From an optimization exercise on the open Yosys and OpenROAD flow, aimed at small area, a short achievable clock period and few clock cycles; shortcuts taken in it are not production practice. Only simulation tests tie the RTL to the original design; equivalence was not proved. Power is estimated from default activity; no workload was simulated.

== north ==
## CHIP
module CHIP (	clk,
				rst_n,
				mem_read_D,
				mem_write_D,
				mem_addr_D,
				mem_wdata_D,
				mem_rdata_D,
				mem_ready_D,
				mem_read_I,
				mem_write_I,
				mem_addr_I,
				mem_wdata_I,
				mem_rdata_I,
				mem_ready_I,
				DCACHE_addr,
				DCACHE_wdata,
				DCACHE_wen
			);
export LEC_CHECK = 0
export CAP_MARGIN = 30
export CORE_MARGIN = 2
export CORE_UTILIZATION = 65
export CTS_CLUSTER_DIAMETER = 100
export CTS_CLUSTER_SIZE = 25
export SLEW_MARGIN = 30
export TNS_END_PERCENT = 5
create_clock -name core_clock -period 11.0 [get_ports {clk}]
standard.sh (not shown) runs the stock make flow with config.mk's settings and CLKGATE_MAP_FILE= SYNTH_SCRIPT=/design/flow/synth_recipe.tcl, a recipe that flattens the netlist after the stock synthesis.
==> flow/flow/run.sh <==
#!/bin/bash
set -uo pipefail
bash standard.sh SETUP_SLACK_MARGIN=7 finish > standard_make.log 2>&1
Testbench counts of north, summed over its fixed seeds: cycles 153,981.
## Diff of input files: south against north
Settings: a change of CORE_UTILIZATION from 65 to 60.
From north to south the numbers moved as follows: non-clock buffer count rose 15%; part of the total power dissipated in combinational logic rose 0.6 points; total power rose about 1%.
south: all stages complete, timing, DRC and antenna checks passed

Starting RTL as in the previous note.
## CHIP
module CHIP (	clk,
				rst_n,
				mem_read_D,
				mem_write_D,
				mem_addr_D,
				mem_wdata_D,
				mem_rdata_D,
				mem_ready_D,
				mem_read_I,
				mem_write_I,
				mem_addr_I,
				mem_wdata_I,
				mem_rdata_I,
				mem_ready_I,
				DCACHE_addr,
				DCACHE_wdata,
				DCACHE_wen
			);
	input			clk, rst_n;
	output			mem_read_D;
	output			mem_write_D;
	output	[31:4]	mem_addr_D;
	output	[127:0]	mem_wdata_D;
	input	[127:0]	mem_rdata_D;
	input			mem_ready_D;
	output			mem_read_I;
	output			mem_write_I;
	output	[31:4]	mem_addr_I;
	output	[127:0]	mem_wdata_I;
	input	[127:0]	mem_rdata_I;
	input			mem_ready_I;
	output	[29:0]	DCACHE_addr;
	output	[31:0]	DCACHE_wdata;
	output			DCACHE_wen;
	integer i, n;
	function [31:0] bswap;
		input [31:0] w;
		bswap = {w[7:0], w[15:8], w[23:16], w[31:24]};
	endfunction
	function [27:0] pdec;
		input [31:0] w;
		reg [2:0] t;
		begin
			case (w[6:0])
				7'b0110011: t = 3'd0;
				7'b0010011: t = 3'd1;
				7'b0000011: t = 3'd2;
				7'b0100011: t = 3'd3;
				7'b1100011: t = 3'd4;
				7'b1101111: t = 3'd5;
				7'b1100111: t = 3'd6;
				default:    t = 3'd7;
			endcase
			pdec = {w[31:7], t};
		end
	endfunction
	function [27:0] wsel;
		input [111:0] l;
		input [1:0] w;
		case (w)
			2'd0: wsel = l[27:0];
			2'd1: wsel = l[55:28];
			2'd2: wsel = l[83:56];
			default: wsel = l[111:84];
		endcase
	endfunction
	function [31:0] rev32;
		input [31:0] x;
		integer b;
  ...
export LEC_CHECK = 0
export CAP_MARGIN = 20
export CORE_MARGIN = 2
export CORE_UTILIZATION = 60
export CTS_CLUSTER_DIAMETER = 100
export CTS_CLUSTER_SIZE = 25
export SLEW_MARGIN = 20
create_clock -name core_clock -period 11.0 [get_ports {clk}]
Scripts as last shown in full above: flow/flow/run.sh
The starting point completed without violations.
Testbench counts at the start, summed over its fixed seeds: cycles 153,981.
Next try:
Settings changed: CAP_MARGIN 20 to 30, SLEW_MARGIN 20 to 30.
Sequential share of layout area drops by 0.25 points.
Power hardly moves.
Combinational power barely changes.
Worst setup slack is better by 120 ps.
Final cell count is about the same.
Hold slack is worse by 7.8 ps.
Clock power is about the same.
Wire length climbs by 1.1%.
Register-to-register slack is better by 120 ps.

CHIP, a different RTL version from the one above (not shown whole).
Size: roughly 5000 flip-flops, about 220000 um2 of cells after synthesis.
export LEC_CHECK = 0
export CAP_MARGIN = 30
export CORE_MARGIN = 2
export CORE_UTILIZATION = 60
export CTS_CLUSTER_DIAMETER = 100
export CTS_CLUSTER_SIZE = 25
export SLEW_MARGIN = 30
export TNS_END_PERCENT = 5
create_clock -name core_clock -period 11.0 [get_ports {clk}]
==> flow/flow/run.sh <==
#!/bin/bash
set -uo pipefail
bash standard.sh SETUP_SLACK_MARGIN=7.3 finish > standard_make.log 2>&1
Testbench counts at the start, summed over its fixed seeds: cycles 152,651.
Then changed:
==> flow/flow/run.sh (replaced) <==
#!/bin/bash
set -uo pipefail
bash standard.sh SETUP_SLACK_MARGIN=6.8 finish > standard_make.log 2>&1
What happened: The new run completed without violations. Fmax goes down by roughly a tenth. Total power goes down slightly. Synthesized area stays the same. Via count goes down by a few percent. Worst hold slack hardly moves. Wire length goes down by a few percent. Setup slack gets worse by 0.43 ns. Clock power barely changes.

## afterwards: timing with drivers on the ports
Ports are ideal in the flow. The routed layouts listed here were re-timed in OpenROAD. Step 1: set_driving_cell puts a clkbuf_16 on clk and a buf_2 on each other input, an assumption about the parent block. Step 2 adds t to the input delays and takes it off the output delays; t is the mean of the earliest and latest rising clock arrival at the registers after step 1. Input paths then give back, and output paths get back, about the clock's delay inside the block. a / b / c = ideal ports / drivers / drivers and shift; a / b = the first two.
| run | shift t [ns] | setup slack, ns | hold WS [ns] | worst setup path after step 2 | worst register clock-pin slew, ns |
|---|---|---|---|---|---|
| north | 1.107 | 6.370 / 6.370 / 5.560 | 0.419 / 0.419 / 0.419 | input to register | 0.12 / 0.12 |
| south | 1.099 | 6.642 / 6.614 / 5.839 | 0.439 / 0.439 / 0.439 | input to register | 0.12 / 0.12 |
| the first run of note 2 | 1.113 | 6.542 / 6.542 / 5.813 | 0.409 / 0.409 / 0.409 | input to register | 0.11 / 0.11 |
| the second run of note 2 | 1.100 | 6.661 / 6.661 / 5.837 | 0.401 / 0.401 / 0.401 | input to register | 0.12 / 0.12 |
| the first run of note 3 | 1.122 | 6.688 / 6.686 / 5.660 | 0.446 / 0.446 / 0.446 | input to register | 0.12 / 0.12 |
| the second run of note 3 | 1.110 | 6.256 / 6.344 / 5.234 | 0.447 / 0.447 / 0.447 | input to register | 0.11 / 0.11 |
After both steps setup and hold are still met in every run listed. The setup slack of the first run of note 3, which loses most, moves by -0.002 ns with the drivers and by -1.028 ns with both steps.
